From an optimization exercise on the open Yosys and OpenROAD flow, aimed at small area; shortcuts taken in it are not production practice. In this exercise RTL edits were held to simulation tests only and were not proved equivalent to the original. No driver is modelled on the clock port, so clock power and skew are understated where the tree is cut down; a real chip needs a root buffer or a tree.

==> run H: inputs <==
==> flow/design.v <==
module uart_tx_dynamic(
    input wire clk,
    input wire rst,
    input wire tx_start,
    input wire [31:0] baud_rate,
    input wire [7:0] tx_data,
    output reg Tx,
    output wire tx_idle
);
    reg [3:0] st;
    reg [7:0] data;
    reg [26:0] b;
    reg [26:0] acc;
    wire idle = (st[3:1] == 3'b000);
    wire [26:0] sum;
    wire fire;
    wire [26:0] b_next = idle ? baud_rate[26:0] : b;
    uart_step step (.acc(acc), .b(b), .sum(sum), .fire(fire));
    assign tx_idle = (st == 4'd0);
    always @(posedge clk) begin
        b <= b_next;
        acc <= (idle || fire) ? b_next : sum;
        if (idle)
            data <= tx_data;
    end
    always @(posedge clk or posedge rst) begin
        if (rst) begin
            st <= 4'd0;
            Tx <= 1'b1;
        end else begin
            Tx <= st[3] ? data[st[2:0]] : (st != 4'd2);
            if (idle) begin
                st <= st[0] ? 4'd2 : {3'b000, tx_start};
            end else if (fire) begin
                case (st)
                    4'd2: st <= 4'd8;
                    4'd3: st <= 4'd0;
                    4'd15: st <= 4'd3;
                    default: st <= st + 4'd1;
                endcase
            end
        end
    end
endmodule
module uart_rx_dynamic(
    input wire clk,
    input wire rst,
    input wire rx,
    input wire [31:0] baud_rate,
    output wire [7:0] rx_data,
    output wire rx_ready,
    output reg [7:0] led_output
);
    parameter clk_frq = 100000000;
    reg [3:0] st;
    reg [7:0] shift_reg;
    reg [26:0] b;
    reg [26:0] acc;
    wire idle = (st[3:1] == 3'b000);
    wire [26:0] sum;
    wire fire;
    uart_step step (.acc(acc), .b(b), .sum(sum), .fire(fire));
    assign rx_ready = (st == 4'd1);
    assign rx_data = rx_ready ? shift_reg : led_output;
    always @(posedge clk) begin
        if (idle) begin
            b <= baud_rate[26:0];
            acc <= clk_frq / 2;
        end else if (fire) begin
            acc <= b;
        end else begin
            acc <= sum;
        end
        if (st[3] && fire)
            shift_reg <= {rx, shift_reg[7:1]};
    end
    always @(posedge clk or posedge rst) begin
        if (rst) begin
            st <= 4'd0;
            led_output <= 8'd0;
        end else begin
            led_output <= rx_data;
            if (idle) begin
                st <= rx ? 4'd0 : 4'd2;
            end else if (fire) begin
                case (st)
                    4'd2: st <= rx ? 4'd0 : 4'd8;
                    4'd3: st <= rx ? 4'd1 : 4'd0;
                    4'd15: st <= 4'd3;
                    default: st <= st + 4'd1;
                endcase
            end
        end
    end
endmodule
module uart_step(
    input wire [26:0] acc,
    input wire [26:0] b,
    output wire [26:0] sum,
    output wire fire
);
    localparam [27:0] LIMIT = 28'd100000000;
    wire [27:0] c;
    wire [27:0] s;
    wire [28:0] gt;
    assign c[0] = 1'b0;
    assign gt[0] = 1'b0;
    genvar i;
    generate
        for (i = 0; i < 27; i = i + 1) begin : bit_
            assign s[i] = acc[i] ^ b[i] ^ c[i];
            assign c[i+1] = (acc[i] & b[i]) | (c[i] & (acc[i] ^ b[i]));
        end
        assign s[27] = c[27];
        for (i = 0; i < 28; i = i + 1) begin : cmp_
            if (LIMIT[i])
                assign gt[i+1] = s[i] & gt[i];
            else
                assign gt[i+1] = s[i] | gt[i];
        end
    endgenerate
    assign sum = s[26:0];
    assign fire = gt[28];
endmodule
module uart_top_dynamic(
    input wire clk,
    input wire rst,
    input wire rx,
    input wire [31:0] baud_rate,
    output wire [7:0] rx_data,
    output wire rx_ready,
    output wire tx,
    output wire [7:0] led_output
);
    wire tx_idle;
    uart_tx_dynamic tx_inst (
        .clk(clk),
        .rst(rst),
        .tx_start(rx_ready && tx_idle),
        .baud_rate(baud_rate),
        .tx_data(led_output),
        .Tx(tx),
        .tx_idle(tx_idle)
    );
    uart_rx_dynamic rx_inst (
        .clk(clk),
        .rst(rst),
        .rx(rx),
        .baud_rate(baud_rate),
        .rx_data(rx_data),
        .rx_ready(rx_ready),
        .led_output(led_output)
    );
endmodule
==> flow/flow/run.sh <==
#!/bin/bash
# Own layout flow: the standard flow (standard.sh), with three changes:
# - synthesis maps logic with an area-oriented ABC script (abc_area.script)
#   instead of ORFS's delay-oriented one; the synthesis script itself
#   (synth_recipe.tcl) is unchanged, so the registers are the standard ones;
# - port buffers are buf_1 cells;
# - CTS uses clkbuf_8 and no dummy loads.
# Each step's full output goes to a log file in this folder.
set -euo pipefail
here=$(pwd)

# A copy of ORFS's scripts folder (as links) whose delay-oriented ABC script
# is replaced by the area-oriented one; used for synthesis only.
mkdir -p "$here/abc_scripts"
for f in "$FLOW_HOME"/scripts/*; do
  ln -sf "$f" "$here/abc_scripts/"
done
rm -f "$here/abc_scripts/abc_speed.script"
cp "$here/flow/abc_area.script" "$here/abc_scripts/abc_speed.script"

bash standard.sh SCRIPTS_DIR="$here/abc_scripts" synth > "$here/synth.log" 2>&1

export BUFFER_PORTS_ARGS="-buffer_cell sky130_fd_sc_hd__buf_1"
export CTS_ARGS="-sink_clustering_enable -repair_clock_nets -dont_use_dummy_load -buf_list sky130_fd_sc_hd__clkbuf_8"
bash standard.sh finish > "$here/layout.log" 2>&1
==> flow/flow/abc_area.script <==
strash
dch
amap
topo
==> flow/standard.sh <==
#!/bin/bash
# synth_recipe.tcl (not shown) runs the flow's synth.tcl, then flattens the netlist and writes it again
# the make line also repeats each setting of config.mk as NAME=value (left out here)
make -C /OpenROAD-flow-scripts/flow DESIGN_CONFIG=/design/flow/config.mk WORK_HOME=/design/flow/orfs CLKGATE_MAP_FILE= SYNTH_SCRIPT=/design/flow/synth_recipe.tcl "${@:-finish}"
==> flow/config.mk <==
export PLATFORM = sky130hd
export DESIGN_NAME = uart_top_dynamic
export DESIGN_NICKNAME = uart_top_dynamic
export VERILOG_FILES = /design/flow/design.v
export SDC_FILE = /design/flow/constraint.sdc
export NUM_CORES = 4
export LEC_CHECK = 0
export CAP_MARGIN = 20
export CORE_MARGIN = 2
export CORE_UTILIZATION = 40
export SLEW_MARGIN = 20
==> flow/constraint.sdc <==
create_clock -name core_clock -period 100.0 [get_ports {clk}]
set_input_delay 20.0000 -clock core_clock [delete_from_list [all_inputs] [get_ports {clk}]]
set_output_delay 20.0000 -clock core_clock [all_outputs]
set_load 0.01 [all_outputs]
==> inputs of run C, as changes to run H <==
==> flow/design.v, changed modules only <==
module uart_step(
    input wire [26:0] acc,
    input wire [26:0] b,
    output wire [26:0] sum,
    output wire fire
);
    localparam [27:0] LIMIT = 28'd100000000;
    wire [27:0] s;
    wire [28:0] gt;
    assign gt[0] = 1'b0;
    uart_add add (.a(acc), .b(b), .s(s));
    genvar i;
    generate
        for (i = 0; i < 28; i = i + 1) begin : cmp_
            if (LIMIT[i])
                assign gt[i+1] = s[i] & gt[i];
            else
                assign gt[i+1] = s[i] | gt[i];
        end
    endgenerate
    assign sum = s[26:0];
    assign fire = gt[28];
endmodule
module uart_add(
    input wire [26:0] a,
    input wire [26:0] b,
    output wire [27:0] s
);
    wire [27:0] c;
    assign c[0] = 1'b0;
    genvar i;
    generate
        for (i = 0; i < 27; i = i + 1) begin : bit_
            assign s[i] = a[i] ^ b[i] ^ c[i];
            assign c[i+1] = (a[i] & b[i]) | (a[i] & c[i]) | (b[i] & c[i]);
        end
    endgenerate
    assign s[27] = c[27];
endmodule
==> flow/flow/run.sh (replaced) <==
#!/bin/bash
# Own layout flow: the standard flow (standard.sh), with these changes:
# - synthesis maps logic with an area-oriented ABC script (abc_area.script)
#   instead of ORFS's delay-oriented one; the synthesis script itself
#   (synth_recipe.tcl) is unchanged, so the registers are the standard ones;
# - port buffers are buf_1 cells;
# - the CTS step builds a two-level inverter clock tree (clock_tree.tcl)
#   in place of TritonCTS, then goes on as ORFS's cts.tcl does (placement
#   legalisation, timing repair).
# Each step's full output goes to a log file in this folder.
set -euo pipefail
here=$(pwd)

# ORFS's scripts folder as links, with the ABC script replaced (synthesis)
# and cts.tcl calling clock_tree.tcl instead of clock_tree_synthesis.
scripts="$here/flow_scripts"
mkdir -p "$scripts"
for f in "$FLOW_HOME"/scripts/*; do
  ln -sf "$f" "$scripts/"
done
rm -f "$scripts/abc_speed.script" "$scripts/cts.tcl"
cp "$here/flow/abc_area.script" "$scripts/abc_speed.script"
sed 's|^log_cmd clock_tree_synthesis {\*}$cts_args$|source $::env(CLOCK_TREE_TCL)|' \
  "$FLOW_HOME/scripts/cts.tcl" > "$scripts/cts.tcl"
grep -q 'CLOCK_TREE_TCL' "$scripts/cts.tcl"

export BUFFER_PORTS_ARGS="-buffer_cell sky130_fd_sc_hd__buf_1"
export CLOCK_TREE_TCL="$here/flow/clock_tree.tcl"
export CLOCK_PORT=clk
export CLOCK_LEVELS=4
export CLOCK_ROOT_CELL=sky130_fd_sc_hd__inv_8
export CLOCK_LEAF_CELL=sky130_fd_sc_hd__inv_4

bash standard.sh SCRIPTS_DIR="$scripts" synth > "$here/synth.log" 2>&1
bash standard.sh SCRIPTS_DIR="$scripts" finish > "$here/layout.log" 2>&1
==> flow/flow/abc_area.script (replaced) <==
strash
dch -f
amap
topo
==> flow/flow/clock_tree.tcl (new file) <==
# Clock tree for a small design: the flip-flops are split into 2^CLOCK_LEVELS
# groups of nearly equal size by recursive median cuts (alternating x and y),
# each group gets one CLOCK_LEAF_CELL at its centre, and one CLOCK_ROOT_CELL
# at the centre of the leaves drives them from the clock port. With
# inverting cells at both levels the flip-flops see the clock's polarity.
set block [ord::get_db_block]
set db [ord::get_db]
set clk_net [$block findNet $::env(CLOCK_PORT)]

set sinks {}
foreach it [$clk_net getITerms] {
  set box [[$it getInst] getBBox]
  lappend sinks [list $it [expr {([$box xMin] + [$box xMax]) / 2.0}] [expr {([$box yMin] + [$box yMax]) / 2.0}]]
}

proc split_groups {sinks levels axis} {
  if {$levels == 0} { return [list $sinks] }
  set sorted [lsort -real -index [expr {$axis + 1}] $sinks]
  set half [expr {[llength $sorted] / 2}]
  set next [expr {1 - $axis}]
  return [concat [split_groups [lrange $sorted 0 [expr {$half - 1}]] [expr {$levels - 1}] $next] \
                 [split_groups [lrange $sorted $half end] [expr {$levels - 1}] $next]]
}

# Cut first across the longer side of the sinks' box.
set xs [lsort -real [lmap s $sinks {lindex $s 1}]]
set ys [lsort -real [lmap s $sinks {lindex $s 2}]]
set axis [expr {([lindex $xs end] - [lindex $xs 0]) >= ([lindex $ys end] - [lindex $ys 0]) ? 0 : 1}]
set groups [split_groups $sinks $::env(CLOCK_LEVELS) $axis]
puts "clock_tree: [llength $sinks] sinks in [llength $groups] groups"

set root [odb::dbInst_create $block [$db findMaster $::env(CLOCK_ROOT_CELL)] "clkroot"]
set root_net [odb::dbNet_create $block "clk_root"]
$root_net setSigType CLOCK

[$root findITerm A] connect $clk_net
[$root findITerm Y] connect $root_net

set leaf_master [$db findMaster $::env(CLOCK_LEAF_CELL)]
set rx 0.0; set ry 0.0
set k 0
foreach g $groups {
  set cx 0.0; set cy 0.0
  foreach s $g { set cx [expr {$cx + [lindex $s 1]}]; set cy [expr {$cy + [lindex $s 2]}] }
  set cx [expr {$cx / [llength $g]}]; set cy [expr {$cy / [llength $g]}]
  set rx [expr {$rx + $cx}]; set ry [expr {$ry + $cy}]
  set buf [odb::dbInst_create $block $leaf_master "clkleaf_$k"]
  set net [odb::dbNet_create $block "clk_leaf_$k"]
  $net setSigType CLOCK
  [$buf findITerm A] connect $root_net
  [$buf findITerm Y] connect $net
  $buf setLocation [expr {int($cx)}] [expr {int($cy)}]
  $buf setPlacementStatus PLACED
  foreach s $g {
    set it [lindex $s 0]
    $it disconnect
    $it connect $net
  }
  puts "clock_tree: leaf $k at ([expr {int($cx)}], [expr {int($cy)}]) drives [llength $g] sinks"
  incr k
}
$root setLocation [expr {int($rx / [llength $groups])}] [expr {int($ry / [llength $groups])}]
$root setPlacementStatus PLACED
set_propagated_clock [all_clocks]
--- a/flow/config.mk
+++ b/flow/config.mk
@@ -9,3 +9,5 @@
 export CORE_MARGIN = 2
-export CORE_UTILIZATION = 40
+export CORE_UTILIZATION = 65
 export SLEW_MARGIN = 20
+export SYNTH_HIERARCHICAL = 1
+export SYNTH_MINIMUM_KEEP_SIZE = 0
==> notes <==
First-iteration DRC count: run C is smaller than run H (about 30%).
In run C the synthesized area is lower than in run H, by about 4%.
Between run C and run H, the lower sequential share of layout area is in run H (gap 3.6 points).
In worst hold slack, run H and run C hardly differ.
In run H the final cell count is higher than in run C, by 30%.
Against run H, the clock skew of run C is lower by 0.015 ns.
In run C the design's own scripts or RTL, not TritonCTS, make the clock network.

## afterwards: timing with drivers on the ports
The flow's constraints put no driver on any port. The routed layouts listed below were extracted and timed again, unchanged, in two steps.
Step 1: set_driving_cell puts a clkbuf_16 on clk and a buf_2 on each other input, an assumption about the parent block.
Step 2, shift: input delay + t, output delay - t, t = (earliest + latest rising clock arrival at the registers) / 2. This alone moves slack from input paths to output paths.
Slacks: no drivers / after step 1 / after step 2; pairs: no drivers / after step 1.
run	t, ns	setup WS [ns]	worst slew at a driven data input, ns	cell pins on the clock port's net
run H	0.454	77.617 / 77.581 / 78.035	0.04	1
run C	0.264	77.921 / 77.872 / 78.136	0.04	1
After both steps setup and hold are still met in every run listed.
